Background: an optimization exercise with open tools, aiming at small area and a short achievable clock period. Do not read the settings as production practice. Function was checked by simulation only, so behaviour that the tests miss may differ from the original. The clock port is modelled as an ideal driver; clocking choices that lean on that would not hold on a real chip. Power and IR drop assume default switching activity.

===== flow/flow/run.sh =====
#!/bin/bash
# The standard ORFS layout with these changes:
# - the divider steps 3..16 go to synthesis as sky130 gate netlists, which
#   flow/gen_stage.py writes from design.v (it replaces the Stage module; the
#   registers and everything else stay as in the RTL);
# - synthesis: Yosys's full-adder extraction is off (ADDER_MAP_FILE empty),
#   and ABC maps the remaining logic for delay with flow/abc_speed.script;
# - clock tree: right after TritonCTS, its root buffer (which only drives the
#   two first-level buffers) is removed and each first-level buffer is split
#   in two, so the clock port drives four buffers (flow/rmroot.tcl).
# ORFS's scripts are copied here and only those points differ.
set -euo pipefail
rm -rf scripts_local
cp -r "$FLOW_HOME/scripts" scripts_local
cp flow/abc_speed.script scripts_local/abc_speed.script
cp flow/rmroot.tcl scripts_local/rmroot.tcl
python3 - <<'PY'
p = "scripts_local/cts.tcl"
s = open(p).read()
anchor = "log_cmd clock_tree_synthesis {*}$cts_args\n"
assert anchor in s
s = s.replace(anchor, anchor + "source $::env(SCRIPTS_DIR)/rmroot.tcl\nremove_clock_root\nsplit_clock_level1 4\n")
open(p, "w").write(s)
PY
python3 flow/gen_stage.py design.v > mapped.v 2> gen_stage.log
bash standard.sh ADDER_MAP_FILE= BUFFER_PORTS_ARGS="-buffer_cell sky130_fd_sc_hd__buf_1" SCRIPTS_DIR="$PWD/scripts_local" VERILOG_FILES="$PWD/mapped.v" finish > flow_make.log 2>&1

===== flow/flow/abc_speed.script =====
strash
dch
map -D 900
topo
stime -c
buffer -c
upsize -c
dnsize -c

===== flow/flow/gen_stage.py =====
#!/usr/bin/env python3
"""Write a gate-level version of the Stage module (sky130hd cells) for the
layout flow. Reads the design (design.v, all modules of the RTL), replaces its
Stage module with one whose steps J >= 3 are sky130 cell netlists, and prints
the result. Steps 1 and 2 keep the RTL's own description.

Each netlist computes what rtl/Stage.v computes: t = {r_in, s_in[15]} (the
r_in bits above J-1 are zero for J <= 8), q = t[8] | carry(t[7:0] + nd),
r_out = q ? t[7:0] + nd : t[7:0], s_out = {s_in[14:0], q}, where the carries
come from a Sklansky prefix tree, q from one AOI gate, and each remainder bit
as t ^ (q & (nd ^ c)).
"""
import re
import os
import sys

MAXFAN = int(os.environ.get('GEN_MAXFAN', '4'))


class Net:
    def __init__(self, b):
        self.b = b
        self.cells = []
        self.wires = []
        self.n = 0
        self.memo = {}

    def wire(self):
        self.n += 1
        w = f"n{self.n}"
        self.wires.append(w)
        return w

    def cell(self, typ, out, **pins):
        self.n += 1
        name = f"g{self.n}"
        self.cells.append([typ, name, dict(pins), out])

    def clone_loaded(self, maxfan):
        """Give each gate output with more than maxfan loads a copy of its
        gate, and move half of the loads to the copy."""
        done = False
        while not done:
            done = True
            loads = {}
            for c in self.cells:
                for pin, net in c[2].items():
                    loads.setdefault(net, []).append((c, pin))
            for c in list(self.cells):
                typ, name, pins, (opin, onet) = c
                ld = loads.get(onet, [])
                if len(ld) <= maxfan or typ.startswith("inv"):
                    continue
                w = self.wire()
                self.n += 1
                self.cells.append([typ, f"g{self.n}", dict(pins), (opin, w)])
                for cc, pin in ld[len(ld) // 2:]:
                    cc[2][pin] = w
                done = False
                break

    def text(self):
        out = []
        for typ, name, pins, o in self.cells:
            conns = ", ".join(f".{p}({v})" for p, v in list(pins.items()) + [o])
            out.append(f"sky130_fd_sc_hd__{typ} {name} ({conns});")
        return out

    def gate(self, typ, outpin, **pins):
        w = self.wire()
        self.cell(typ, (outpin, w), **pins)
        return w


class Step:
    """Signals are keyed by name; avail[name] maps polarity (True = true
    value) to a net."""

    def __init__(self, J):
        self.J = J
        self.m = min(J, 8)
        self.N = Net(J)
        self.avail = {}

    def t(self, i):
        return "s_in[15]" if i == 0 else f"r_in[{i - 1}]"

    def nd(self, i):
        return f"nd[{i}]"

    def get(self, key, pol):
        a = self.avail.setdefault(key, {})
        if pol in a:
            return a[pol]
        if key[0] in "gp" and len(key) == 2:
            # bit generate / propagate straight from the flops
            kind, i = key
            if kind == "g":
                a[pol] = self.N.gate("and2_1" if pol else "nand2_1", "X" if pol else "Y",
                                     A=self.t(i), B=self.nd(i))
            else:
                a[pol] = self.N.gate("or2_1" if pol else "nor2_1", "X" if pol else "Y",
                                     A=self.t(i), B=self.nd(i))
            return a[pol]
        self.build(key)
        if pol in a:
            return a[pol]
        a[pol] = self.N.gate("inv_1", "Y", A=a[not pol])
        return a[pol]

    def has(self, key):
        return key in self.avail and self.avail[key]

    @staticmethod
    def split(i, j):
        h = (i ^ j).bit_length() - 1
        return (i >> h) << h

    def G(self, i, j):
        return ("G", i, j) if i != j else ("g", i)

    def P(self, i, j):
        return ("P", i, j) if i != j else ("p", i)

    def pref_pol(self, key):
        """The polarity a signal is (or will be) built in."""
        if len(key) == 2:
            return None
        if not self.has(key):
            self.build(key)
        a = self.avail[key]
        return next(iter(a))

    def build(self, key):
        kind, i, j = key
        mid = self.split(i, j)
        hi_g, hi_p, lo_g = self.G(i, mid), self.P(i, mid), self.G(mid - 1, j)
        if kind == "G":
            lp = self.pref_pol(lo_g)
            if lp is None:
                lp = False
            if lp is False:
                # inverted inputs: G = !((Ph' | Gl') & Gh')
                out = self.N.gate("o21ai_1", "Y", A1=self.get(hi_p, False),
                                  A2=self.get(lo_g, False), B1=self.get(hi_g, False))
                self.avail.setdefault(key, {})[True] = out
            else:
                out = self.N.gate("a21oi_1", "Y", A1=self.get(hi_p, True),
                                  A2=self.get(lo_g, True), B1=self.get(hi_g, True))
                self.avail.setdefault(key, {})[False] = out
        else:
            lo_p = self.P(mid - 1, j)
            lp = self.pref_pol(lo_p)
            hp = self.pref_pol(hi_p)
            pol = lp if lp is not None else (hp if hp is not None else False)
            if pol is False:
                out = self.N.gate("nor2_1", "Y", A=self.get(hi_p, False), B=self.get(lo_p, False))
                self.avail.setdefault(key, {})[True] = out
            else:
                out = self.N.gate("nand2_1", "Y", A=self.get(hi_p, True), B=self.get(lo_p, True))
                self.avail.setdefault(key, {})[False] = out

    def carry(self, i):
        """Carry into bit i of t[7:0] + nd (carry in 0), as a key."""
        return self.G(i - 1, 0)

    def emit(self):
        J, m, N = self.J, self.m, self.N
        # q
        if J >= 9:
            mid = self.split(7, 0)
            t8n = N.gate("inv_1", "Y", A="r_in[7]")
            q = N.gate("o211ai_2", "Y", A1=self.get(self.P(7, mid), False),
                       A2=self.get(self.G(mid - 1, 0), False),
                       B1=self.get(self.G(7, mid), False), C1=t8n)
        elif m == 8:
            q = self.get(self.G(7, 0), True)
        else:
            ups = [self.nd(i) for i in range(m, 8)]
            if len(ups) == 1:
                upn = N.gate("inv_1", "Y", A=ups[0])
            elif len(ups) <= 4:
                typ = {2: "nand2_1", 3: "nand3_1", 4: "nand4_1"}[len(ups)]
                upn = N.gate(typ, "Y", **dict(zip("ABCD", ups)))
            else:
                a = N.gate("and3_1", "X", A=ups[0], B=ups[1], C=ups[2])
                rest = [a] + ups[3:]
                typ = {2: "nand2_1", 3: "nand3_1", 4: "nand4_1"}[len(rest)]
                upn = N.gate(typ, "Y", **dict(zip("ABCD", rest)))
            q = N.gate("nor2_2", "Y", A=upn, B=self.get(self.G(m - 1, 0), False))
        lines = []
        # remainder bits: t ^ (q & (nd ^ c))
        for i in range(m):
            if i == 0:
                y = self.nd(0)
            else:
                c = self.carry(i)
                cp = self.pref_pol(c)
                if cp is None:
                    cp = False
                cn = self.get(c, cp)
                y = N.gate("xor2_1" if cp else "xnor2_1", "X" if cp else "Y", A=self.nd(i), B=cn)
            nn = N.gate("nand2_1", "Y", A=q, B=y)
            N.cell("xnor2_1", ("Y", f"r_out[{i}]"), A=self.t(i), B=nn)
        for i in range(m, 8):
            lines.append(f"assign r_out[{i}] = 1'b0;")
        lines.append(f"assign s_out = {{s_in[14:0], {q}}};")
        N.clone_loaded(MAXFAN)
        body = [f"wire {w};" for w in N.wires] + N.text() + lines
        return body


def stage_module(rtl_stage):
    out = ["module Stage(s_in, r_in, nd, s_out, r_out);",
           "parameter J = 9;",
           "input  [15:0] s_in;", "input  [7:0]  r_in;", "input  [7:0]  nd;",
           "output [15:0] s_out;", "output [7:0]  r_out;",
           "generate"]
    first = True
    for J in range(3, 17):
        out.append(f"{'if' if first else 'end else if'} (J == {J}) begin : j{J}")
        first = False
        out += ["  " + l for l in Step(J).emit()]
    out.append("end else begin : rtl")
    out.append(f"  Stage_rtl #(.J(J)) u (s_in, r_in, nd, s_out, r_out);")
    out.append("end")
    out.append("endgenerate")
    out.append("endmodule")
    rtl = re.sub(r"\bmodule\s+Stage\b", "module Stage_rtl", rtl_stage, count=1)
    return rtl + "\n" + "\n".join(out) + "\n"


def main():
    src = open(sys.argv[1]).read()
    m = re.search(r"\bmodule\s+Stage\b.*?\bendmodule\b", src, re.S)
    assert m, "no Stage module"
    rest = src[:m.start()] + src[m.end():]
    sys.stdout.write(rest + "\n" + stage_module(m.group(0)))


if __name__ == "__main__":
    main()

===== flow/flow/rmroot.tcl =====
# remove the CTS root buffer: connect the clock port net straight to its loads
proc remove_clock_root {} {
  set block [ord::get_db_block]
  set cnet [$block findNet clock]
  set roots {}
  foreach it [$cnet getITerms] {
    set inst [$it getInst]
    if {[[$it getMTerm] getIoType] eq "INPUT"} { lappend roots $inst }
  }
  puts "clock port loads: [llength $roots]"
  foreach inst $roots {
    set onet ""
    foreach it [$inst getITerms] {
      if {[[$it getMTerm] getIoType] eq "OUTPUT"} { set onet [$it getNet] }
    }
    set sinks {}
    foreach it [$onet getITerms] {
      if {[[$it getMTerm] getIoType] eq "INPUT"} { lappend sinks $it }
    }
    puts "root [$inst getName] drives [llength $sinks]"
    foreach it $sinks { $it disconnect; $it connect $cnet }
    odb::dbInst_destroy $inst
    odb::dbNet_destroy $onet
  }
}

# split each buffer the clock port drives into two, each driving the half of
# its loads on one side, while the port drives at most max_loads pins
proc split_clock_level1 {max_loads} {
  set block [ord::get_db_block]
  set cnet [$block findNet clock]
  set bufs {}
  foreach it [$cnet getITerms] { lappend bufs [$it getInst] }
  set n [llength $bufs]
  foreach inst $bufs {
    if {$n >= $max_loads} { break }
    set master [$inst getMaster]
    set onet ""; set ain ""; set xout ""
    foreach it [$inst getITerms] {
      set io [[$it getMTerm] getIoType]
      if {$io eq "OUTPUT"} { set onet [$it getNet]; set xout [$it getMTerm] }
      if {$io eq "INPUT"} { set ain [$it getMTerm] }
    }
    set sinks {}
    foreach it [$onet getITerms] {
      if {[[$it getMTerm] getIoType] eq "INPUT"} {
        set bb [[$it getInst] getBBox]
        lappend sinks [list $it [expr {([$bb xMin]+[$bb xMax])/2}] [expr {([$bb yMin]+[$bb yMax])/2}]]
      }
    }
    if {[llength $sinks] < 2} { continue }
    set xs [lmap s $sinks {lindex $s 1}]; set ys [lmap s $sinks {lindex $s 2}]
    set dx [expr {[tcl::mathfunc::max {*}$xs] - [tcl::mathfunc::min {*}$xs]}]
    set dy [expr {[tcl::mathfunc::max {*}$ys] - [tcl::mathfunc::min {*}$ys]}]
    set k [expr {$dx >= $dy ? 1 : 2}]
    set sorted [lsort -integer -index $k $sinks]
    set h [expr {[llength $sorted] / 2}]
    set g1 [lrange $sorted 0 [expr {$h-1}]]
    set g2 [lrange $sorted $h end]
    set name "[$inst getName]_split"
    set ni [odb::dbInst_create $block $master $name]
    set nn [odb::dbNet_create $block "${name}_net"]
    $nn setSigType CLOCK
    [$ni findITerm [$ain getName]] connect $cnet
    [$ni findITerm [$xout getName]] connect $nn
    foreach s $g2 { set it [lindex $s 0]; $it disconnect; $it connect $nn }
    foreach {grp ii} [list $g1 $inst $g2 $ni] {
      set cx 0; set cy 0
      foreach s $grp { set cx [expr {$cx + [lindex $s 1]}]; set cy [expr {$cy + [lindex $s 2]}] }
      set cx [expr {$cx / [llength $grp]}]; set cy [expr {$cy / [llength $grp]}]
      $ii setLocation $cx $cy
      $ii setPlacementStatus PLACED
    }
    incr n
    puts "split [$inst getName]: [llength $g1] + [llength $g2]"
  }
}

===== flow/standard.sh =====
#!/bin/bash
# synth_recipe.tcl (not shown) runs the flow's synth.tcl, then flattens the netlist and writes it again
# the make line also repeats each setting of config.mk as NAME=value (left out here)
make -C /OpenROAD-flow-scripts/flow DESIGN_CONFIG=/design/flow/config.mk WORK_HOME=/design/flow/orfs CLKGATE_MAP_FILE= SYNTH_SCRIPT=/design/flow/synth_recipe.tcl "${@:-finish}"

===== flow/config.mk =====
export PLATFORM = sky130hd
export DESIGN_NAME = Divider
export DESIGN_NICKNAME = Divider
export VERILOG_FILES = /design/flow/design.v
export SDC_FILE = /design/flow/constraint.sdc
export NUM_CORES = 4
export LEC_CHECK = 0
export CAP_MARGIN = 20
export CORE_MARGIN = 2
export CORE_UTILIZATION = 55
export CTS_BUF_LIST = sky130_fd_sc_hd__clkbuf_16
export CTS_CLUSTER_DIAMETER = 100
export CTS_CLUSTER_SIZE = 30
export PLACE_DENSITY = 0.7
export SETUP_SLACK_MARGIN = 1.3
export SLEW_MARGIN = 20

===== flow/constraint.sdc =====
create_clock -name core_clock -period 3.0 [get_ports {clock}]
set_input_delay 0.6000 -clock core_clock [delete_from_list [all_inputs] [get_ports {clock}]]
set_output_delay 0.6000 -clock core_clock [all_outputs]
set_load 0.01 [all_outputs]

===== flow/design.v =====
module Register(s_in, r_in, d_in, s_out, r_out, d_out, clock);
parameter W = 8;
input  [15:0] s_in;
input  [7:0]  r_in;
input  [7:0]  d_in;
input         clock;
output reg [15:0] s_out;
output     [7:0]  r_out;
output reg [7:0]  d_out;
reg [W-1:0] r_q;
always @(posedge clock) begin
  s_out <= s_in;
  r_q   <= r_in[W-1:0];
  d_out <= d_in;
end
generate
  if (W < 8) begin : pad
    assign r_out = {{(8 - W){1'b0}}, r_q};
  end else begin : full
    assign r_out = r_q;
  end
endgenerate
endmodule
module Stage(s_in, r_in, nd, s_out, r_out);
parameter J = 9;
input  [15:0] s_in;
input  [7:0]  r_in;
input  [7:0]  nd;
output [15:0] s_out;
output [7:0]  r_out;
localparam WI = (J - 1 < 8) ? J - 1 : 8;
localparam WO = (J < 8) ? J : 8;
wire [7:0] rin_w = r_in & ((9'd1 << WI) - 9'd1);
wire [8:0] t     = {rin_w, s_in[15]};
wire [7:0] g0 = t[7:0] & nd;
wire [7:0] p0 = t[7:0] | nd;
wire [7:0] g1 = {g0[7] | p0[7] & g0[6], g0[6], g0[5] | p0[5] & g0[4], g0[4],
                 g0[3] | p0[3] & g0[2], g0[2], g0[1] | p0[1] & g0[0], g0[0]};
wire [7:0] p1 = {p0[7] & p0[6], p0[6], p0[5] & p0[4], p0[4],
                 p0[3] & p0[2], p0[2], p0[1] & p0[0], p0[0]};
wire [7:0] g2 = {g1[7] | p1[7] & g1[5], g1[6] | p1[6] & g1[5], g1[5], g1[4],
                 g1[3] | p1[3] & g1[1], g1[2] | p1[2] & g1[1], g1[1], g1[0]};
wire [7:0] p2 = {p1[7] & p1[5], p1[6] & p1[5], p1[5], p1[4],
                 p1[3] & p1[1], p1[2] & p1[1], p1[1], p1[0]};
wire [7:0] g3 = {g2[7:4] | p2[7:4] & {4{g2[3]}}, g2[3:0]};
wire [8:0] c  = {g3, 1'b0};
wire [7:0] x    = nd ^ c[7:0];
wire [7:0] sum  = t[7:0] ^ x;
wire       q    = t[8] | c[8];
wire [7:0] rn   = q ? sum : t[7:0];
assign s_out = {s_in[14:0], q};
assign r_out = rn & ((9'd1 << WO) - 9'd1);
endmodule
module Divider(divisor,dividend,quotient_final,remainder,clock);
input clock;
input [7:0] divisor;
input [15:0] dividend;
output [15:0] quotient_final;
output [22:0] remainder;
wire [15:0] s  [1:15];
wire [7:0]  r  [1:15];
wire [7:0]  d  [1:15];
wire [15:0] sn [1:15];
wire [7:0]  rn [1:15];
reg [15:0] s1;
reg [7:0]  d1;
always @(posedge clock) begin
  s1 <= dividend;
  d1 <= divisor;
end
assign s[1] = s1;
assign r[1] = 8'd0;
assign d[1] = 8'd0 - d1;
wire [15:0] sa;
wire [7:0]  ra;
Stage #(.J(1)) S1 (s[1], r[1], d[1], sa, ra);
Stage #(.J(2)) S2 (sa, ra, d[1], sn[1], rn[1]);
Register #(.W(2)) R2 (sn[1], rn[1], d[1], s[2], r[2], d[2], clock);
genvar k;
generate
  for (k = 2; k <= 14; k = k + 1) begin : st
    Stage #(.J(k + 1)) S (s[k], r[k], d[k], sn[k], rn[k]);
    Register #(.W((k + 1 < 8) ? k + 1 : 8)) R (sn[k], rn[k], d[k], s[k+1], r[k+1], d[k+1], clock);
  end
endgenerate
Stage #(.J(16)) S16 (s[15], r[15], d[15], sn[15], rn[15]);
wire z15 = (d[15] == 8'd0);
reg [15:0] qf;
reg [15:0] rf;
always @(posedge clock) begin
  qf <= sn[15] | {16{z15}};
  rf <= {sn[15][7:0] & {8{z15}}, rn[15]};
end
assign quotient_final = qf;
assign remainder = {7'd0, rf};
endmodule

==> results of run 1 <==
[state kept, by name (all words and copies together) (netlist names)]
| name | cells |
|---|---|
| st.R.d_out | 104 |
| st.R.r_q | 89 |
| rf | 16 |
| R2.r_q | 2 |
| st.R.s_out | 208 |
| qf | 16 |
| R2.d_out | 8 |
| s1 | 16 |
| R2.s_out | 16 |
| d1 | 8 |
[critical path, cell delays in order (launching register included)]
cell and delay, ps:
dfxtp_1 400, nor2_1 80, o21ai_2 220, a21oi_1 180
o211ai_2 330, nand2_1 120, xnor2_1 140
[routing by layer]
metal	up-vias	track usage, %	part of all wire [%]
met5	-	0	0
met4	0	7.713	4.6
met2	140	26.70	52
met3	54	2.407	3.6
li1	4350	-	-
met1	3626	14.75	40
[worst max path at each step]
| stage | endpoint | slack (ps) | cells past startpoint |
|---|---|---|---|
| floorplan | st[6].R.r_q[3] | 1620 | 8 |
| global placement | st[5].R.r_q[0] | 1280 | 8 |
| detailed placement | st[5].R.r_q[2] | 1250 | 8 |
| CTS | st[10].R.r_q[5] | 1320 | 7 |
| global route | st[10].R.r_q[5] | 1260 | 7 |
| finish | rf[0] | 1440 | 6 |
[where the power goes]
part / switching, uW / internal, uW / total, uW / leakage [uW]
Combinational: 2020 / 1730 / 3750 / 0.00222
Clock: 1740 / 1350 / 3080 / 0.000283
Sequential: 690 / 7530 / 8220 / 0.00404
Total: 4450 / 10600 / 15100 / 0.00654
[timing repair]
item                                    4_1_cts  5_1_grt
endpoints found under the setup margin        5       76
setup buffers                                 0        2
cloned                                        0        0
resized for setup                             3       17
pin swaps                                     0        1
endpoints found under the hold margin         0        0
[cell type report, without the clock buffers]
| type | instances | area, um^2 | share of cell area (%) |
|---|---|---|---|
| sequential | 483 | 9673 | 61.77 |
| multi-input combinational | 803 | 4552 | 29.07 |
| tap | 335 | 419.2 | 2.677 |
| timing repair buffer | 58 | 225.2 | 1.438 |
| inverter | 56 | 210.2 | 1.342 |
| buffer | 2 | 50.05 | 0.3196 |
| clock inverter | 1 | 30.03 | 0.1918 |
[cells in the final DEF (no fill, tap or decap), types with 2 or more instances in the layout]
cell type,count
xnor2_1,137
conb_1,7
dfxtp_2,3
or2_1,24
o21ai_2,14
a21oi_1,56
o21ai_1,78
o211ai_2,16
dfxtp_1,480
buf_4,2
nand2_1,231
xor2_1,47
inv_1,56
buf_1,56
nor2_1,141
nor4_1,2
nand2_2,4
nor2_2,8
nand3_1,3
and2_1,25
clkbuf_16,22
[metrics by stage]
stage,util (%),std cells
floorplan,-,1351
global placement,57.88,1733
detailed placement,57.88,1733
CTS,60.16,1756
global route,60.44,1758
finish,60.44,1758
[cell families (layout without fill, tap and decap cells)]
kind of cell           after synthesis  in the layout  synth area share, %
AND/OR/NAND/NOR                    444            444                12.94
XOR/XNOR                           184            184                11.19
flip-flops                         483            483                67.12
other                                1              7              0.02603
buffers and inverters               65            137                1.876
AO/OA/AOI/OAI                      168            168                6.844
==> qor.csv, run 1 <==
stage,metric,value,unit
floorplanning,Die Span Y,165.8,um
floorplanning,total core area,25910,um^2
power_and_ir_drop,Leak,0.006541,uW
power_and_ir_drop,Power Total,15060,uW
worst_hold_path,hold_sp,s1[13],
placed_design,DP Area,15000,um^2
finish,final instance area,15660,um^2
placed_design,RD Place Congestion,0.8143,
routing,wire length per cell,10.74,um
synthesis,Seq cells post-synth,483,
worst_hold_path,Tightest Hold Check Type,flop to flop,
placed_design,post-DP HPWL,13740,um
synthesis,most common cell in the netlist,dfxtp_1,
sta,Final WS setup,1444,ps
power_and_ir_drop,PD cells,961.8,nW/um^2
floorplanning,area of the die,27500,um^2
worst_setup_path,CP arrival,1790,ps
sta,TNS Setup,0,ps
placed_design,Setup WS pre-CTS,1250,ps
synthesis,Cells after Synth,1345,
finish,ANT cells,0,
floorplanning,Initial Utilization,55.59,%
synthesis,ys async rst share,0,%
clock_network,total CTS buffers,20,
routing,DR iter-0 viols,266,
worst_setup_path,critical path peak fanout,5,
clock_network,Worst-path clk slew,100,ps
floorplanning,std cell rows,59,
routing,drt pass-1 iters,4,
worst_setup_path,R2R cell count,6,
synthesis,"EDFF count, synth",0,
routing,DR vias/cell,4.647,
routing,residual DRC count,0,
grt,initial antenna violation count,0,
synthesis,Ys Warns,8,
sta,RSZ-0062 raised after global routing,true,
grt,largest net degree at the start of global routing,31,
flow_run,Max Cap Viol,0,
grt,Global Route Usage Sum,14.10,%
worst_setup_path,Reg2Reg Setup Slack,1440,ps
grt,first-pass GRT wire length,32810,um
worst_setup_path,CP startpoint,st[14].R.d_out[1],
worst_setup_path,RR Startpoint,st[14].R.d_out[1],
sta,Final setup viols,0,
clock_network,clock sink total,483,
synthesis,synth top area cells,"dfxtp_1 67%, xnor2_1 8.3%, nand2_1 6.0%",
clock_network,Hold Buf Count CTS,0,
sta,Tcrit/Tclk final,51.87,%
synthesis,commonest cells in the netlist,"483 x dfxtp_1, 232 x nand2_1, 141 x nor2_1",
synthesis,cell taking the most area after synthesis,dfxtp_1,
synthesis,Mapped Area,14410,um^2
clock_network,later-pin clock latency in the skew report,350,ps
finish,fraction of layout cells with a size suffix above 1,5.341,%
synthesis,Synth cell types,26,
worst_hold_path,hold path depth,0,
finish,Area Overhead vs Synth,8.712,%
sta,final count of hold timing violations,0,
worst_setup_path,worst path required time,3240,ps
worst_setup_path,FF-to-FF End,rf[0],
routing,Via Count,8170,
routing,final WL,18880,um
worst_setup_path,type of the worst setup path,flop to flop,
outcome,status,finished clean,
synthesis,syn avg cell area,10.71,um^2
placed_design,number of port buffers,56,
grt,total gr overflow,0,
sta,"Slew Viols, Final",0,
sta,fmax,642.7,MHz
routing,Final ANT Viol Nets,0,
synthesis,dominant synthesized flop cell,dfxtp_1,
synthesis,register area share after synthesis,67.12,%
sta,skew final,28.37,ps
floorplanning,die width,165.8,um
floorplanning,I/O Pins,64,
finish,fillcell total,2105,
worst_setup_path,Crit. End Element,flop,
synthesis,top-area cell type share of the netlist area,67.12,%
worst_setup_path,Startpoint Class,flop,
power_and_ir_drop,maximum VDD drop,0.0007103,V
finish,layout net count,1448,
grt,vias in the first global route,7837,
clock_network,CTS tree,yes,
sta,hold slack final,316.9,ps
sta,post-layout min period,1556,ps
worst_hold_path,Hold Path Sink,R2.s_out[15],
==> run 2, diff against run 1 <==
--- a/flow/config.mk
+++ b/flow/config.mk
@@ -13,4 +13,4 @@
 export CTS_CLUSTER_SIZE = 30
 export PLACE_DENSITY = 0.7
-export SETUP_SLACK_MARGIN = 1.3
+export SETUP_SLACK_MARGIN = 0.0
 export SLEW_MARGIN = 20
==> qor.csv, run 2 <==
stage,metric,value,unit,change
placed_design,RD Place Congestion,0.8143,,unchanged
grt,Global Route Usage Sum,14.10,%,about the same
synthesis,syn avg cell area,10.71,um^2,unchanged
clock_network,CTS tree,yes,,
sta,post-layout min period,1734,ps,+177.7 ps
placed_design,number of port buffers,56,,unchanged
worst_setup_path,CP arrival,1970,ps,+180 ps
clock_network,clock sink total,483,,unchanged
finish,max reg flops,208,,unchanged
synthesis,synth top area cells,"dfxtp_1 67%, xnor2_1 8.3%, nand2_1 6.0%",,
routing,Final ANT Viol Nets,0,,unchanged
floorplanning,Initial Utilization,55.59,%,unchanged
sta,Tcrit/Tclk final,57.79,%,+5.9 points
floorplanning,I/O Pins,64,,unchanged
synthesis,top-area cell type share of the netlist area,67.12,%,unchanged
sta,max_slew headroom,52.35,%,
finish,"commonest non-fill, non-tap cell in the layout",dfxtp_1,,
synthesis,"EDFF count, synth",0,,unchanged
routing,DR vias/cell,4.644,,about the same
finish,fraction of layout cells with a size suffix above 1,3.871,%,-1.5 points
synthesis,Mapped Area,14410,um^2,unchanged
routing,final WL,18850,um,-0.16%
worst_setup_path,worst stage delay on the critical path,450,ps,+50 ps
worst_setup_path,Startpoint Class,flop,,
worst_setup_path,Crit. End Element,flop,,
synthesis,most common cell in the netlist,dfxtp_1,,
synthesis,Cells after Synth,1345,,unchanged
routing,residual DRC count,0,,unchanged
synthesis,ys async rst share,0,%,unchanged
sta,"Slew Viols, Final",0,,unchanged
worst_setup_path,type of the worst setup path,flop to flop,,
floorplanning,die width,165.8,um,unchanged
power_and_ir_drop,Leak,0.006511,uW,-0.46%
synthesis,cell taking the most area after synthesis,dfxtp_1,,
worst_setup_path,critical path peak fanout,4,,-1
worst_setup_path,cell with the largest stage delay on the worst path,dfxtp_1,,
flow_run,Max Cap Viol,0,,unchanged
clock_network,Hold Buf Count CTS,0,,unchanged
sta,TNS Setup,0,ps,unchanged
worst_setup_path,worst path required time,3240,ps,about the same
sta,final count of hold timing violations,0,,unchanged
sta,Final setup viols,0,,unchanged
synthesis,Ys Warns,8,,unchanged
routing,Via Count,8154,,-0.20%
synthesis,Synth cell types,26,,unchanged
power_and_ir_drop,PD cells,964.8,nW/um^2,+0.31%
placed_design,post-DP HPWL,13740,um,unchanged
finish,most frequent cells in the layout,"483 x dfxtp_1, 232 x nand2_1, 141 x nor2_1",,
sta,Final WS setup,1266,ps,-177.7 ps
finish,Largest regs,"st.R.s_out: 208 flops, st.R.d_out: 104 flops, st.R.r_q: 89 flops",,
clock_network,later-pin clock latency in the skew report,340,ps,about the same
grt,largest net degree at the start of global routing,31,,unchanged
sta,skew final,30.00,ps,+1.629 ps
clock_network,Post-CTS Resized,0,,-3
floorplanning,Die Span Y,165.8,um,unchanged
grt,vias in the first global route,7841,,+0.051%
sta,Worst Max-Slew Pin Slew,713.0,ps,
placed_design,Setup WS pre-CTS,1250,ps,unchanged
grt,total gr overflow,0,,unchanged
outcome,status,finished clean,,
worst_setup_path,most frequent CP cell,o21ai_1,,
routing,wire length per cell,10.73,um,about the same
synthesis,Seq cells post-synth,483,,unchanged
sta,fmax,576.8,MHz,-10%
sta,RSZ-0062 raised after global routing,false,,
routing,drt pass-1 iters,4,,unchanged
finish,layout net count,1446,,-0.14%
power_and_ir_drop,maximum VDD drop,0.0007105,V,about the same
clock_network,total CTS buffers,20,,unchanged
worst_hold_path,Tightest Hold Check Type,flop to flop,,
clock_network,Worst-path clk slew,100,ps,about the same
floorplanning,std cell rows,59,,unchanged
finish,ANT cells,0,,unchanged
floorplanning,area of the die,27500,um^2,unchanged
clock_network,postcts setup bufs,0,,unchanged
worst_setup_path,ordered cell list for the critical path,nor2_1 > o21ai_1 > a21oi_1 > o21ai_1 > inv_1 > nor2_2 > nand2_1 > xnor2_1,,
sta,hold slack final,317.2,ps,+0.3040 ps
finish,Top reg by flops,st.R.s_out,,
grt,first-pass GRT wire length,32800,um,about the same
synthesis,dominant synthesized flop cell,dfxtp_1,,
routing,DR iter-0 viols,275,,+3.4%
synthesis,commonest cells in the netlist,"483 x dfxtp_1, 232 x nand2_1, 141 x nor2_1",,
finish,Area Overhead vs Synth,8.138,%,
synthesis,register area share after synthesis,67.12,%,unchanged
grt,initial antenna violation count,0,,unchanged
floorplanning,total core area,25910,um^2,unchanged
==> run 2: worst max-delay path: cells and delay by family, from the launching register on <==
kind,cells,cell delay [ps]
AO/OA/AOI/OAI,3,570
flip-flops,1,450
AND/OR/NAND/NOR,3,410
XOR/XNOR,1,140
buffers and inverters,1,80
==> run 2: stage by stage <==
step / instance area (um^2) / utilization [%] / cells / total power [uW]
global placement: 15000 / 57.88 / 1733 / 11990
CTS: 15580 / 60.12 / 1756 / 15230
finish: 15580 / 60.12 / 1756 / 15030
detailed placement: 15000 / 57.88 / 1733 / 12140
floorplan: 14430 / - / 1351 / 11350
global route: 15580 / 60.12 / 1756 / 16060
==> run 2: kinds of logic (layout without fill, tap and decap cells) <==
| family | after synthesis | in the layout | share of synthesized area (%) |
|---|---|---|---|
| buffers and inverters | 65 | 135 | 1.876 |
| AND/OR/NAND/NOR | 444 | 444 | 12.94 |
| other | 1 | 7 | 0.02603 |
| flip-flops | 483 | 483 | 67.12 |
| XOR/XNOR | 184 | 184 | 11.19 |
| AO/OA/AOI/OAI | 168 | 168 | 6.844 |
==> run 2: layer usage <==
layer,GRT usage [%],share of wire [%]
met1,14.71,41
met2,26.74,51
met3,2.407,3.5
met4,7.713,4.6
met5,0,0
==> run 2: final timing paths <==
check	startpoint	endpoint	slack, ps	depth (start not counted)
worst max-delay path	st[4].R.d_out[1]	st[5].R.r_q[0]	1270	8
worst min register to register	s1[13]	R2.s_out[15]	320	0
worst max register to register	st[4].R.d_out[1]	st[5].R.r_q[0]	1270	8
worst min-delay path	s1[13]	R2.s_out[15]	320	0
==> run 2: layout make-up, without the clock buffers <==
class	count	area [um^2]
buffer	2	50.05
clock inverter	1	30.03
fill	2114	10330
inverter	56	210.2
multi-input combinational	803	4488
sequential	483	9669
tap	335	419.2
timing repair buffer	56	210.2
==> run 2: report_power, final <==
part           switching [uW]  total [uW]  internal (uW)
logic                    2000        3720           1720
clock network            1740        3090           1350
registers                 691        8220           7530
total                    4430       15000          10600
==> run 3, diff against run 2 <==
--- a/flow/config.mk
+++ b/flow/config.mk
@@ -13,4 +13,4 @@
 export CTS_CLUSTER_SIZE = 30
 export PLACE_DENSITY = 0.7
-export SETUP_SLACK_MARGIN = 0.0
+export SETUP_SLACK_MARGIN = 1.0
 export SLEW_MARGIN = 20
==> qor.csv, run 3 <==
stage,metric,value,unit,change
outcome,status,finished clean,,
placed_design,dpl cells,1733,,unchanged
sta,Final setup viols,0,,unchanged
grt,vias in the first global route,7841,,unchanged
placed_design,post-DP HPWL,13740,um,unchanged
worst_setup_path,Reg2Reg Setup Slack,1270,ps,about the same
floorplanning,std cell rows,59,,unchanged
routing,Via Count,8154,,unchanged
finish,ANT cells,0,,unchanged
synthesis,Cells after Synth,1345,,unchanged
grt,initial antenna violation count,0,,unchanged
placed_design,number of port buffers,56,,unchanged
finish,fraction of layout cells with a size suffix above 1,3.871,%,unchanged
sta,max_slew headroom,52.35,%,unchanged
sta,"Slew Viols, Final",0,,unchanged
finish,layout net count,1446,,unchanged
finish,most frequent cells in the layout,"483 x dfxtp_1, 232 x nand2_1, 141 x nor2_1",,
power_and_ir_drop,part of the power in registers,54.7,%,about the same
synthesis,syn avg cell area,10.71,um^2,unchanged
floorplanning,I/O Pins,64,,unchanged
finish,Non-Filler Instances,1756,,unchanged
sta,TNS Setup,0,ps,unchanged
finish,Area Overhead vs Synth,8.138,%,unchanged
worst_setup_path,CP arrival,1970,ps,about the same
placed_design,Setup WS pre-CTS,1250,ps,unchanged
routing,DR iter-0 viols,275,,unchanged
sta,RSZ-0062 raised after global routing,false,,
sta,skew final,30.00,ps,unchanged
sta,Tcrit/Tclk final,57.79,%,unchanged
power_and_ir_drop,Cell Int Power,10600,uW,unchanged
clock_network,clock sink total,483,,unchanged
routing,Final ANT Viol Nets,0,,unchanged
clock_network,Hold Buf Count CTS,0,,unchanged
sta,Worst Max-Slew Pin Slew,713.0,ps,unchanged
synthesis,Mapped Area,14410,um^2,unchanged
clock_network,later-pin clock latency in the skew report,340,ps,about the same
grt,total gr overflow,0,,unchanged
clock_network,Worst-path clk slew,100,ps,about the same
placed_design,RD Place Congestion,0.8143,,unchanged
synthesis,commonest cells in the netlist,"483 x dfxtp_1, 232 x nand2_1, 141 x nor2_1",,
synthesis,register area share after synthesis,67.12,%,unchanged
synthesis,top-area cell type share of the netlist area,67.12,%,unchanged
worst_setup_path,type of the worst setup path,flop to flop,,
synthesis,most common cell in the netlist,dfxtp_1,,
worst_setup_path,Crit. End Element,flop,,
worst_setup_path,R2R cell count,8,,unchanged
finish,fillcell total,2114,,unchanged
finish,max reg flops,208,,unchanged
worst_setup_path,worst path required time,3240,ps,about the same
grt,largest net degree at the start of global routing,31,,unchanged
finish,"commonest non-fill, non-tap cell in the layout",dfxtp_1,,
finish,Largest regs,"st.R.s_out: 208 flops, st.R.d_out: 104 flops, st.R.r_q: 89 flops",,
floorplanning,Die Span Y,165.8,um,unchanged
clock_network,CTS tree,yes,,
clock_network,total CTS buffers,20,,unchanged
synthesis,Ys Warns,8,,unchanged
floorplanning,area of the die,27500,um^2,unchanged
synthesis,Seq cells post-synth,483,,unchanged
clock_network,postcts setup bufs,0,,unchanged
routing,residual DRC count,0,,unchanged
worst_hold_path,hold path depth,0,,unchanged
routing,final WL,18850,um,unchanged
power_and_ir_drop,switching power share of the total,29.50,%,unchanged
routing,drt pass-1 iters,4,,unchanged
power_and_ir_drop,Psw,4434,uW,unchanged
worst_hold_path,Tightest Hold Check Type,flop to flop,,
synthesis,Synth cell types,26,,unchanged
sta,post-layout min period,1734,ps,unchanged
synthesis,"EDFF count, synth",0,,unchanged
floorplanning,total core area,25910,um^2,unchanged
grt,Global Route Usage Sum,14.10,%,unchanged
sta,final count of hold timing violations,0,,unchanged
routing,DR vias/cell,4.644,,unchanged
power_and_ir_drop,PD cells,964.8,nW/um^2,unchanged
grt,first-pass GRT wire length,32800,um,unchanged
synthesis,cell taking the most area after synthesis,dfxtp_1,,
floorplanning,die width,165.8,um,unchanged
power_and_ir_drop,power share of the combinational group,24.8,%,about the same
synthesis,synth top area cells,"dfxtp_1 67%, xnor2_1 8.3%, nand2_1 6.0%",,
sta,hold slack final,317.2,ps,unchanged
routing,wire length per cell,10.73,um,unchanged
worst_setup_path,Startpoint Class,flop,,
synthesis,dominant synthesized flop cell,dfxtp_1,,
sta,Final WS setup,1266,ps,unchanged
power_and_ir_drop,maximum VDD drop,0.0007105,V,unchanged
worst_setup_path,critical path peak fanout,4,,unchanged
sta,fmax,576.8,MHz,unchanged
finish,Top reg by flops,st.R.s_out,,
flow_run,Max Cap Viol,0,,unchanged
clock_network,Post-CTS Resized,0,,unchanged
power_and_ir_drop,Clock power frac,20.5,%,about the same
floorplanning,Initial Utilization,55.59,%,unchanged
synthesis,ys async rst share,0,%,unchanged
power_and_ir_drop,Leak,0.006511,uW,unchanged
-- run 3: cell counts in the layout (fill, tap and decap cells not counted) --
Identical to the previous run, type by type.
-- run 3: routing by layer --
metal  vias to the layer above  share of wire [%]  global-route usage, %
met5                         -                  0                      0
met1                      3614                 41                  14.71
li1                       4348                  -                      -
met4                         0                4.6                  7.713
met2                       138                 51                  26.74
met3                        54                3.5                  2.407
-- run 3: stage by stage --
step | power (uW) | utilization (%) | area, um^2
floorplan | 11350 | - | 14430
global placement | 11990 | 57.88 | 15000
detailed placement | 12140 | 57.88 | 15000
CTS | 15230 | 60.12 | 15580
global route | 16060 | 60.12 | 15580
finish | 15030 | 60.12 | 15580
-- run 3: cell families (layout without fill, tap and decap cells) --
| kind of cell | count (synthesis) | count (layout) | synth area share (%) |
|---|---|---|---|
| compound gates | 168 | 168 | 6.844 |
| xor+xnor | 184 | 184 | 11.19 |
| buf+inv | 65 | 135 | 1.876 |
| flops | 483 | 483 | 67.12 |
| other cells | 1 | 7 | 0.02603 |
| simple gates | 444 | 444 | 12.94 |
-- run 3: final timing paths --
check	from	end
min reg2reg	s1[13]	R2.s_out[15]
max reg2reg	st[4].R.d_out[1]	st[5].R.r_q[0]
min	s1[13]	R2.s_out[15]
max	st[4].R.d_out[1]	st[5].R.r_q[0]
-- run 3: cell type report, without the clock buffers --
cell class / count / area, um^2 / share of cell area, %
Multi-Input combinational cell: 803 / 4488 / 28.81
Inverter: 56 / 210.2 / 1.349
Clock inverter: 1 / 30.03 / 0.1928
Sequential cell: 483 / 9669 / 62.07
Tap cell: 335 / 419.2 / 2.691
Timing Repair Buffer: 56 / 210.2 / 1.349
Buffer: 2 / 50.05 / 0.3213
-- run 3: critical path, stage by stage (launching register included) --
cell	delay (ps)
dfxtp_1	450
nor2_1	60
o21ai_1	260
a21oi_1	170
o21ai_1	140
inv_1	80
nor2_2	240
nand2_1	110
xnor2_1	140
-- run 3: power groups by stage --
stage | Clock (uW) | Combinational, uW | Sequential, uW
detailed placement | 0 | 3740 | 8390
floorplan | 0 | 3090 | 8270
finish | 3090 | 3720 | 8220
CTS | 3230 | 3760 | 8240
global route | 3470 | 4200 | 8380
global placement | 0 | 3620 | 8370
==> run 4, diff against run 3 <==
--- a/flow/config.mk
+++ b/flow/config.mk
@@ -13,4 +13,4 @@
 export CTS_CLUSTER_SIZE = 30
 export PLACE_DENSITY = 0.7
-export SETUP_SLACK_MARGIN = 1.0
+export SETUP_SLACK_MARGIN = 1.35
 export SLEW_MARGIN = 20
==> qor.csv, run 4 <==
stage,metric,value,unit,change
outcome,status,finished clean,,
worst_setup_path,CP top delay family,compound AO/OA/AOI/OAI gates,,
power_and_ir_drop,switching power share of the total,29.72,%,+0.22 points
floorplanning,std cell rows,59,,unchanged
synthesis,most common cell in the netlist,dfxtp_1,,
finish,ANT cells,0,,unchanged
power_and_ir_drop,Psw,4500,uW,+1.5%
synthesis,synth top area cells,"dfxtp_1 67%, xnor2_1 8.3%, nand2_1 6.0%",,
routing,Final ANT Viol Nets,0,,unchanged
sta,"Slew Viols, Final",0,,unchanged
finish,multi-input logic area,4622,um^2,+3.0%
synthesis,Cells after Synth,1345,,unchanged
grt,largest net degree at the start of global routing,31,,unchanged
sta,Final WS setup,1439,ps,+172.4 ps
finish,Top reg by flops,st.R.s_out,,
finish,"commonest non-fill, non-tap cell in the layout",dfxtp_1,,
flow_run,Max Cap Viol,0,,unchanged
synthesis,top-area cell type share of the netlist area,67.12,%,unchanged
routing,residual DRC count,0,,unchanged
grt,vias in the first global route,7837,,-0.051%
worst_setup_path,worst stage delay on the critical path,370,ps,-80 ps
synthesis,"EDFF count, synth",0,,unchanged
synthesis,cell taking the most area after synthesis,dfxtp_1,,
sta,post-layout min period,1561,ps,-172.4 ps
placed_design,number of port buffers,56,,unchanged
synthesis,dominant synthesized flop cell,dfxtp_1,,
clock_network,CTS tree,yes,,
routing,drt pass-1 iters,4,,unchanged
worst_hold_path,hold path depth,0,,unchanged
placed_design,post-DP HPWL,13740,um,unchanged
finish,most frequent cells in the layout,"478 x dfxtp_1, 231 x nand2_1, 140 x nor2_1",,
power_and_ir_drop,Clock power frac,20.4,%,about the same
worst_setup_path,worst path required time,3240,ps,about the same
synthesis,ys async rst share,0,%,unchanged
finish,final core occ,60.78,%,+0.66 points
worst_setup_path,Crit path depth,7,,-1
floorplanning,I/O Pins,64,,unchanged
routing,final WL,19060,um,+1.1%
worst_setup_path,type of the worst setup path,flop to flop,,
worst_setup_path,Reg2Reg Setup Slack,1440,ps,+170 ps
finish,Largest regs,"st.R.s_out: 208 flops, st.R.d_out: 104 flops, st.R.r_q: 89 flops",,
finish,fillcell total,2095,,-0.90%
floorplanning,Initial Utilization,55.59,%,unchanged
sta,RSZ-0062 raised after global routing,true,,
finish,max reg flops,208,,unchanged
power_and_ir_drop,Leak,0.006560,uW,+0.76%
worst_setup_path,CP arrival,1800,ps,-170 ps
floorplanning,Die Span Y,165.8,um,unchanged
clock_network,total CTS buffers,20,,unchanged
floorplanning,area of the die,27500,um^2,unchanged
sta,fmax,640.5,MHz,+11%
worst_setup_path,Startpoint Class,flop,,
power_and_ir_drop,PD cells,961.4,nW/um^2,-0.35%
clock_network,clock sink total,483,,unchanged
power_and_ir_drop,part of the power in registers,54.3,%,-0.4 points
synthesis,Ys Warns,8,,unchanged
routing,DR iter-0 viols,275,,unchanged
sta,TNS Setup,0,ps,unchanged
synthesis,Mapped Area,14410,um^2,unchanged
grt,first-pass GRT wire length,32840,um,+0.13%
placed_design,Setup WS pre-CTS,1250,ps,unchanged
floorplanning,die width,165.8,um,unchanged
synthesis,Synth cell types,26,,unchanged
placed_design,DP Area,15000,um^2,unchanged
finish,Area Overhead vs Synth,9.320,%,
finish,final instance area,15750,um^2,+1.1%
synthesis,Seq cells post-synth,483,,unchanged
worst_setup_path,critical path peak fanout,4,,unchanged
routing,Via Count,8168,,+0.17%
floorplanning,total core area,25910,um^2,unchanged
routing,DR vias/cell,4.641,,about the same
worst_setup_path,R2R cell count,7,,-1
grt,initial antenna violation count,0,,unchanged
sta,skew final,28.60,ps,-1.401 ps
synthesis,syn avg cell area,10.71,um^2,unchanged
worst_setup_path,most frequent CP cell,nand2_1,,
worst_setup_path,cell with the largest stage delay on the worst path,dfxtp_1,,
clock_network,later-pin clock latency in the skew report,350,ps,about the same
finish,layout net count,1450,,+0.28%
finish,fraction of layout cells with a size suffix above 1,6.246,%,+2.4 points
grt,total gr overflow,0,,unchanged
power_and_ir_drop,power share of the combinational group,25.3,%,+0.5 points
sta,final count of hold timing violations,0,,unchanged
routing,wire length per cell,10.83,um,+0.88%
worst_setup_path,Crit. End Element,flop,,
placed_design,RD Place Congestion,0.8143,,unchanged
synthesis,commonest cells in the netlist,"483 x dfxtp_1, 232 x nand2_1, 141 x nor2_1",,
clock_network,Hold Buf Count CTS,0,,unchanged
clock_network,Worst-path clk slew,100,ps,about the same
sta,Final setup viols,0,,unchanged
power_and_ir_drop,maximum VDD drop,0.0007118,V,+0.18%
synthesis,register area share after synthesis,67.12,%,unchanged
finish,FF+latch area,9676,um^2,about the same
worst_hold_path,Tightest Hold Check Type,flop to flop,,
power_and_ir_drop,Cell Int Power,10640,uW,+0.43%
worst_setup_path,ordered cell list for the critical path,nand2_1 > o21ai_2 > a21oi_1 > o21ai_1 > xor2_1 > nand2_1 > xnor2_1,,
sta,Tcrit/Tclk final,52.04,%,-5.7 points
grt,Global Route Usage Sum,14.12,%,+0.021 points
worst_setup_path,Bufs and invs on worst path,0,,-1
==> run 4: through the flow <==
step / hold WS, ps / instances / total power [uW]
after global routing: 314.8 / 1760 / 16170
after detailed placement: 312.1 / 1733 / 12140
after global placement: 309.7 / 1733 / 11990
final: 317.1 / 1760 / 15140
after CTS: 315.3 / 1756 / 15250
after floorplan: 309.6 / 1351 / 11350
==> run 4: final timing paths <==
kind                                  startpoint             end
worst max-delay path            st[6].R.d_out[0]  st[7].R.r_q[5]
worst min-delay path                      s1[13]    R2.s_out[15]
worst max register to register  st[6].R.d_out[0]  st[7].R.r_q[5]
worst min register to register            s1[13]    R2.s_out[15]
==> run 4: kinds of logic (layout without fill, tap and decap cells) <==
| logic type | count (synthesis) | after routing | share of synthesized area (%) |
|---|---|---|---|
| AOI/OAI and AO/OA | 168 | 168 | 6.844 |
| buffers and inverters | 65 | 139 | 1.876 |
| DFF | 483 | 483 | 67.12 |
| xor gates and xnor gates | 184 | 184 | 11.19 |
| and+or+nand+nor | 444 | 444 | 12.94 |
| other | 1 | 7 | 0.02603 |
==> run 4: what timing repair did <==
action,4_1_cts,5_1_grt
pin swaps,1,7
setup endpoints to repair,35,77
gates resized for setup,9,27
setup buffers,0,4
==> run 4: power groups by stage <==
stage / registers (uW) / logic [uW] / clock network (uW)
after global routing: 8380 / 4320 / 3470
after global placement: 8370 / 3620 / 0
after floorplan: 8270 / 3090 / 0
final: 8220 / 3830 / 3090
after CTS: 8240 / 3780 / 3230
after detailed placement: 8390 / 3740 / 0
==> run 4: final cells by class, without the clock buffers <==
type	count	share of cell area (%)
well taps	335	2.662
multi-input cells	803	29.35
flip-flops and latches	483	61.44
plain buffers	2	0.3178
repair buffers	60	1.526
clock inverters	1	0.1907
inverters	56	1.335
==> run 4: routing by layer <==
metal | share of wire, % | vias to the layer above | global-route usage [%]
met5 | 0 | - | 0
met4 | 4.5 | 0 | 7.486
met3 | 3.5 | 54 | 2.407
met2 | 52 | 141 | 26.88
met1 | 40 | 3623 | 14.75
li1 | - | 4350 | -
==> run 5, diff against run 4 <==
--- a/flow/config.mk
+++ b/flow/config.mk
@@ -12,5 +12,5 @@
 export CTS_CLUSTER_DIAMETER = 100
 export CTS_CLUSTER_SIZE = 30
-export PLACE_DENSITY = 0.7
-export SETUP_SLACK_MARGIN = 1.35
+export PLACE_DENSITY = 0.65
+export SETUP_SLACK_MARGIN = 1.4
 export SLEW_MARGIN = 20
==> qor.csv, run 5 <==
stage,metric,value,unit,change
synthesis,Ys Warns,8,,unchanged
floorplanning,std cell rows,59,,unchanged
finish,Top reg by flops,st.R.s_out,,
worst_setup_path,Bufs and invs on worst path,0,,unchanged
routing,wire length per cell,11.07,um,+2.2%
worst_setup_path,RR Startpoint,st[8].R.r_q[0],,
synthesis,Seq cells post-synth,483,,unchanged
sta,"Slew Viols, Final",0,,unchanged
clock_network,Worst-path clk slew,110,ps,about the same
synthesis,top-area cell type share of the netlist area,67.12,%,unchanged
routing,DR iter-0 viols,393,,+43%
worst_setup_path,type of the worst setup path,flop to flop,,
synthesis,ys async rst share,0,%,unchanged
outcome,status,finished clean,,
sta,final count of hold timing violations,0,,unchanged
synthesis,commonest cells in the netlist,"483 x dfxtp_1, 232 x nand2_1, 141 x nor2_1",,
floorplanning,Initial Utilization,55.59,%,unchanged
finish,Area Overhead vs Synth,11.65,%,
routing,Via Count,8183,,+0.18%
worst_setup_path,Startpoint Class,flop,,
worst_setup_path,critical path peak fanout,4,,unchanged
worst_setup_path,FF-to-FF End,st[9].R.r_q[6],,
finish,fillcell total,2139,,+2.1%
synthesis,synth top area cells,"dfxtp_1 67%, xnor2_1 8.3%, nand2_1 6.0%",,
grt,total gr overflow,0,,unchanged
routing,final WL,19650,um,+3.1%
power_and_ir_drop,Leak,0.006679,uW,+1.8%
finish,most frequent cells in the layout,"465 x dfxtp_1, 227 x nand2_1, 138 x nor2_1",,
synthesis,dominant synthesized flop cell,dfxtp_1,,
finish,ANT cells,0,,unchanged
worst_setup_path,worst path required time,3220,ps,-20 ps
sta,skew final,31.42,ps,+2.815 ps
floorplanning,total core area,25910,um^2,unchanged
synthesis,most common cell in the netlist,dfxtp_1,,
worst_setup_path,cell with the largest stage delay on the worst path,dfxtp_1,,
synthesis,"EDFF count, synth",0,,unchanged
sta,post-layout min period,1544,ps,-17.77 ps
power_and_ir_drop,PD cells,957.5,nW/um^2,-0.41%
clock_network,later-pin clock latency in the skew report,330,ps,-20 ps
clock_network,total CTS buffers,20,,unchanged
finish,layout net count,1465,,+1.0%
worst_hold_path,Hold Path Sink,st[7].R.s_out[14],,
power_and_ir_drop,maximum VDD drop,0.0007691,V,+8.0%
synthesis,syn avg cell area,10.71,um^2,unchanged
synthesis,cell taking the most area after synthesis,dfxtp_1,,
floorplanning,area of the die,27500,um^2,unchanged
routing,drt pass-1 iters,4,,unchanged
clock_network,clock sink total,483,,unchanged
routing,residual DRC count,0,,unchanged
placed_design,number of port buffers,56,,unchanged
worst_setup_path,Reg2Reg Setup Slack,1460,ps,+20 ps
worst_setup_path,R2R cell count,7,,unchanged
flow_run,Max Cap Viol,0,,unchanged
worst_setup_path,CP arrival,1760,ps,-40 ps
grt,Global Route Usage Sum,14.25,%,+0.14 points
grt,largest net degree at the start of global routing,31,,unchanged
routing,DR vias/cell,4.610,,-0.66%
floorplanning,die width,165.8,um,unchanged
worst_hold_path,hold_sp,st[6].R.s_out[13],,
grt,initial antenna violation count,0,,unchanged
synthesis,Synth cell types,26,,unchanged
finish,"commonest non-fill, non-tap cell in the layout",dfxtp_1,,
finish,max reg flops,208,,unchanged
sta,Tcrit/Tclk final,51.45,%,-0.59 points
worst_setup_path,Crit. End Element,flop,,
worst_hold_path,hold path depth,0,,unchanged
sta,RSZ-0062 raised after global routing,true,,
sta,Final setup viols,0,,unchanged
sta,fmax,647.9,MHz,+1.2%
worst_setup_path,ordered cell list for the critical path,nor2_1 > o21ai_4 > a21oi_1 > o21ai_1 > xor2_1 > nand2_1 > xnor2_1,,
worst_setup_path,CP top delay family,compound AO/OA/AOI/OAI gates,,
placed_design,RD Place Congestion,0.7699,,-5.5%
placed_design,post-DP HPWL,13680,um,-0.43%
worst_setup_path,Crit path depth,7,,unchanged
grt,vias in the first global route,7492,,-4.4%
sta,Final WS setup,1457,ps,+17.77 ps
worst_setup_path,worst stage delay on the critical path,350,ps,-20 ps
synthesis,Cells after Synth,1345,,unchanged
floorplanning,Die Span Y,165.8,um,unchanged
synthesis,register area share after synthesis,67.12,%,unchanged
grt,first-pass GRT wire length,32940,um,+0.29%
routing,Final ANT Viol Nets,0,,unchanged
finish,Largest regs,"st.R.s_out: 208 flops, st.R.d_out: 104 flops, st.R.r_q: 89 flops",,
finish,fraction of layout cells with a size suffix above 1,10.35,%,+4.1 points
synthesis,Mapped Area,14410,um^2,unchanged
worst_hold_path,Tightest Hold Check Type,flop to flop,,
placed_design,Setup WS pre-CTS,1132,ps,-118.5 ps
sta,TNS Setup,0,ps,unchanged
floorplanning,I/O Pins,64,,unchanged
clock_network,CTS tree,yes,,
-- run 5: cell counts after synthesis --
No cell type changed its count.
-- run 5: area by class of cell, without the clock buffers --
class                      count  area (um^2)  area share [%]
tap                          335        419.2           2.606
sequential                   483         9694           60.28
multi-input combinational    803         4826           30.01
clock inverter                 1        30.03          0.1867
inverter                      56        210.2           1.307
timing repair buffer          75        352.8           2.194
buffer                         2        50.05          0.3112
-- run 5: cell families after synthesis --
kind of cell,Yosys count,synth area share (%)
flip-flops,483,67.12
AND/OR/NAND/NOR,444,12.94
XOR/XNOR,184,11.19
AO/OA/AOI/OAI,168,6.844
buffers and inverters,65,1.876
other,1,0.02603
-- run 5: what timing repair did --
action | CTS | global route
endpoints found under the setup margin | 57 | 87
buffers inserted | 3 | 16
gates resized for setup | 18 | 76
hold buffers | 0 | 0
pin swaps | 3 | 21
-- run 5: where the power goes --
group	switching [uW]	total, uW	internal (uW)
Clock	1750	3100	1350
Combinational	2160	4050	1890
Sequential	710	8250	7540
Total	4620	15400	10800
-- run 5: per-layer routing --
metal	GRT usage [%]	share of wire, %	vias up
met5	0	0	-
met4	4.461	2.5	0
met3	3.051	3.6	36
met2	26.47	51	106
met1	16.34	43	3658
li1	-	-	4383
-- run 5: worst max-delay path by stage --
stage	from	endpoint	slack [ps]
2_1_floorplan	st[5].R.d_out[1]	st[6].R.r_q[3]	1620
3_3_place_gp	st[4].R.d_out[0]	st[5].R.r_q[1]	1110
3_5_place_dp	st[4].R.d_out[0]	st[5].R.r_q[0]	1130
4_1_cts	st[4].R.d_out[0]	st[5].R.r_q[0]	1400
5_1_grt	st[3].R.s_out[15]	st[4].R.r_q[1]	1370
6_report	st[8].R.r_q[0]	st[9].R.r_q[6]	1460
-- run 5: metrics by stage --
step                instance area [um^2]  std cells  util, %  hold WS, ps  total power [uW]
finish                             16080       1775    62.07        315.3             15400
global route                       16080       1775    62.07        329.6             16440
CTS                                15660       1759    60.44        323.0             15240
detailed placement                 15000       1733    57.88        312.1             12120
global placement                   15000       1733    57.88        309.7             12000
floorplan                          14430       1351        -        309.6             11350
==> run 6, diff against run 5 <==
--- a/flow/config.mk
+++ b/flow/config.mk
@@ -12,5 +12,5 @@
 export CTS_CLUSTER_DIAMETER = 100
 export CTS_CLUSTER_SIZE = 30
-export PLACE_DENSITY = 0.65
-export SETUP_SLACK_MARGIN = 1.4
+export PLACE_DENSITY = 0.75
+export SETUP_SLACK_MARGIN = 1.45
 export SLEW_MARGIN = 20
==> qor.csv, run 6 <==
stage,metric,value,unit,change
finish,fraction of layout cells with a size suffix above 1,14.70,%,+4.4 points
sta,skew final,25.19,ps,-6.225 ps
grt,total gr overflow,0,,unchanged
flow_run,Max Cap Viol,0,,unchanged
synthesis,Cells after Synth,1345,,unchanged
clock_network,later-pin clock latency in the skew report,330,ps,about the same
synthesis,commonest cells in the netlist,"483 x dfxtp_1, 232 x nand2_1, 141 x nor2_1",,
floorplanning,I/O Pins,64,,unchanged
floorplanning,std cell rows,59,,unchanged
sta,final count of hold timing violations,0,,unchanged
sta,RSZ-0062 raised after global routing,true,,
synthesis,synth top area cells,"dfxtp_1 67%, xnor2_1 8.3%, nand2_1 6.0%",,
worst_setup_path,worst path required time,3240,ps,+20 ps
outcome,status,finished clean,,
placed_design,dpl cells,1733,,unchanged
power_and_ir_drop,maximum VDD drop,0.0007822,V,+1.7%
synthesis,"EDFF count, synth",0,,unchanged
finish,final core occ,63.19,%,+1.1 points
synthesis,syn avg cell area,10.71,um^2,unchanged
finish,layout net count,1466,,+0.068%
worst_hold_path,Tightest Hold Check Type,flop to flop,,
sta,post-layout min period,1543,ps,-0.3000 ps
finish,Area Overhead vs Synth,13.66,%,
placed_design,RD Place Congestion,0.8236,,+7.0%
synthesis,ys async rst share,0,%,unchanged
routing,residual DRC count,0,,unchanged
clock_network,Worst-path clk slew,100,ps,about the same
worst_hold_path,hold path depth,0,,unchanged
worst_setup_path,type of the worst setup path,flop to flop,,
synthesis,cell taking the most area after synthesis,dfxtp_1,,
grt,vias in the first global route,7816,,+4.3%
finish,fillcell total,1968,,-8.0%
placed_design,DP Area,15000,um^2,unchanged
worst_setup_path,Startpoint Class,flop,,
routing,wire length per cell,11.33,um,+2.4%
worst_setup_path,CP arrival,1780,ps,+20 ps
worst_setup_path,critical path peak fanout,4,,unchanged
routing,final WL,20140,um,+2.5%
finish,ANT cells,0,,unchanged
worst_hold_path,hold_sp,R2.s_out[0],,
clock_network,clock sink total,483,,unchanged
finish,Top reg by flops,st.R.s_out,,
finish,Largest regs,"st.R.s_out: 208 flops, st.R.d_out: 104 flops, st.R.r_q: 89 flops",,
synthesis,Adder-Cell Fraction of Synth Area,0,%,unchanged
routing,Final ANT Viol Nets,0,,unchanged
floorplanning,die width,165.8,um,unchanged
finish,final instance area,16370,um^2,+1.8%
routing,DR iter-0 viols,293,,-25%
synthesis,Post-Synth XOR/XNOR Area,11.19,%,unchanged
worst_setup_path,RR Startpoint,st[11].R.d_out[3],,
finish,max reg flops,208,,unchanged
clock_network,total CTS buffers,20,,unchanged
worst_hold_path,Hold Path Sink,st[2].R.s_out[1],,
sta,fmax,648.0,MHz,about the same
finish,Non-Filler Instances,1777,,+0.11%
synthesis,post-synthesis compound-gate area fraction,6.844,%,unchanged
power_and_ir_drop,Leak,0.006721,uW,+0.62%
power_and_ir_drop,PD cells,966.6,nW/um^2,+0.95%
synthesis,register area share after synthesis,67.12,%,unchanged
synthesis,largest family of logic cells by synthesized area,simple AND/OR/NAND/NOR gates,,
finish,most frequent cells in the layout,"442 x dfxtp_1, 225 x nand2_1, 135 x xnor2_1",,
routing,DR vias/cell,4.692,,+1.8%
placed_design,post-DP HPWL,13360,um,-2.3%
worst_setup_path,CP startpoint,st[11].R.d_out[3],,
synthesis,Seq cells post-synth,483,,unchanged
floorplanning,Initial Utilization,55.59,%,unchanged
sta,Final setup viols,0,,unchanged
floorplanning,Die Span Y,165.8,um,unchanged
synthesis,Ys Warns,8,,unchanged
routing,drt pass-1 iters,4,,unchanged
synthesis,simple-gate portion of the synthesized area,12.94,%,unchanged
grt,Global Route Usage Sum,13.64,%,-0.61 points
worst_setup_path,R2R cell count,7,,unchanged
synthesis,fraction of synthesized area in multiplexers,0,%,unchanged
grt,largest net degree at the start of global routing,31,,unchanged
synthesis,Mapped Area,14410,um^2,unchanged
placed_design,number of port buffers,56,,unchanged
synthesis,most common cell in the netlist,dfxtp_1,,
floorplanning,area of the die,27500,um^2,unchanged
grt,initial antenna violation count,0,,unchanged
sta,"Slew Viols, Final",0,,unchanged
synthesis,Synth cell types,26,,unchanged
worst_setup_path,Reg2Reg Setup Slack,1460,ps,about the same
clock_network,Hold Buf Count CTS,0,,unchanged
finish,"commonest non-fill, non-tap cell in the layout",dfxtp_1,,
synthesis,top-area cell type share of the netlist area,67.12,%,unchanged
sta,TNS Setup,0,ps,unchanged
floorplanning,total core area,25910,um^2,unchanged
power_and_ir_drop,Power Total,15830,uW,+2.8%
grt,first-pass GRT wire length,31710,um,-3.7%
worst_setup_path,Crit. End Element,flop,,
synthesis,dominant synthesized flop cell,dfxtp_1,,
routing,Via Count,8338,,+1.9%
clock_network,CTS tree,yes,,
sta,Tcrit/Tclk final,51.44,%,about the same
worst_setup_path,FF-to-FF End,st[12].R.r_q[7],,
==> run 6: cell counts after synthesis <==
Identical to the previous run, type by type.
==> run 6: what timing repair did <==
item | in CTS | in global routing
buffers inserted | 4 | 15
pin swaps | 7 | 37
endpoints found under the setup margin | 110 | 118
resized for setup | 26 | 145
cloned | 0 | 1
==> run 6: cells by family after synthesis <==
group	Yosys count
flops	483
simple gates	444
xor+xnor	184
compound gates	168
buf+inv	65
other cells	1
==> run 6: per-layer routing <==
layer	vias up	global-route usage [%]	share of wire, %
met5	-	0	0
met4	0	6.805	3.1
met3	49	2.288	3.0
met2	123	28.41	56
met1	3768	12.36	38
li1	4398	-	-
==> run 6: worst max-delay path by stage <==
stage	to	slack (ps)	cells after the start
final	st[12].R.r_q[7]	1460	7
after global routing	st[13].R.r_q[0]	1390	6
after CTS	st[6].R.r_q[3]	1450	8
after detailed placement	st[6].R.r_q[0]	1200	8
after global placement	st[6].R.r_q[0]	1220	8
after floorplan	st[6].R.r_q[3]	1620	8
==> run 6: final cells by class, without the clock buffers <==
class / count / area, um^2 / area share, %
clock inverters: 2 / 35.03 / 0.2140
flip-flops and latches: 483 / 9721 / 59.37
inverters: 56 / 210.2 / 1.284
repair buffers: 75 / 352.8 / 2.155
plain buffers: 2 / 50.05 / 0.3057
multi-input cells: 804 / 5085 / 31.06
well taps: 335 / 419.2 / 2.560
==> run 6: stage by stage <==
stage / worst slack [ps] / hold WS (ps)
4_1_cts: 1455 / 309.1
3_3_place_gp: 1225 / 309.7
5_1_grt: 1387 / 308.9
2_1_floorplan: 1618 / 309.6
3_5_place_dp: 1202 / 312.1
6_report: 1457 / 310.3
==> run 6: worst max-delay path, cell delays in order, from the launching register on <==
cell and delay [ps]:
dfxtp_1 400, nor2_1 90, nor2_2 250, a21oi_4 110, o21ai_1 200, xor2_1 180
nand2_1 80, xnor2_1 130
==> run 6: power by group <==
part	leakage [uW]	internal, uW	switching [uW]
sequential	0.00404	7540	697
clock	0.000286	1350	1760
combinational	0.00239	2010	2470

-- static timing again, ports no longer ideal --
How much do the figures lean on ideal ports? The routed layouts below were timed once more, with nothing changed but the port constraints.
Step 1 assumes that a clkbuf_16 drives the clock port and a buf_2 every other input.
Step 2 also shifts input and output timing later by t, the mid clock arrival at the registers, as if the neighbouring blocks saw the same clock.
a / b / c = no drivers / after step 1 / after step 2; a / b = the first two.
run | t, ns | slack for setup (ns) | worst setup path after step 2 | worst register clock-pin slew, ns
run 1 | 0.417 | 1.444 / 1.444 / 1.444 | register to register | 0.11 / 0.11
run 2 | 0.417 | 1.266 / 1.266 / 1.266 | register to register | 0.11 / 0.11
run 3 | 0.417 | 1.266 / 1.266 / 1.266 | register to register | 0.11 / 0.11
run 4 | 0.418 | 1.439 / 1.439 / 1.439 | register to register | 0.11 / 0.11
run 5 | 0.416 | 1.456 / 1.456 / 1.456 | register to register | 0.11 / 0.11
run 6 | 0.421 | 1.457 / 1.457 / 1.457 | register to register | 0.11 / 0.11
After both steps setup and hold are still met in every run listed.
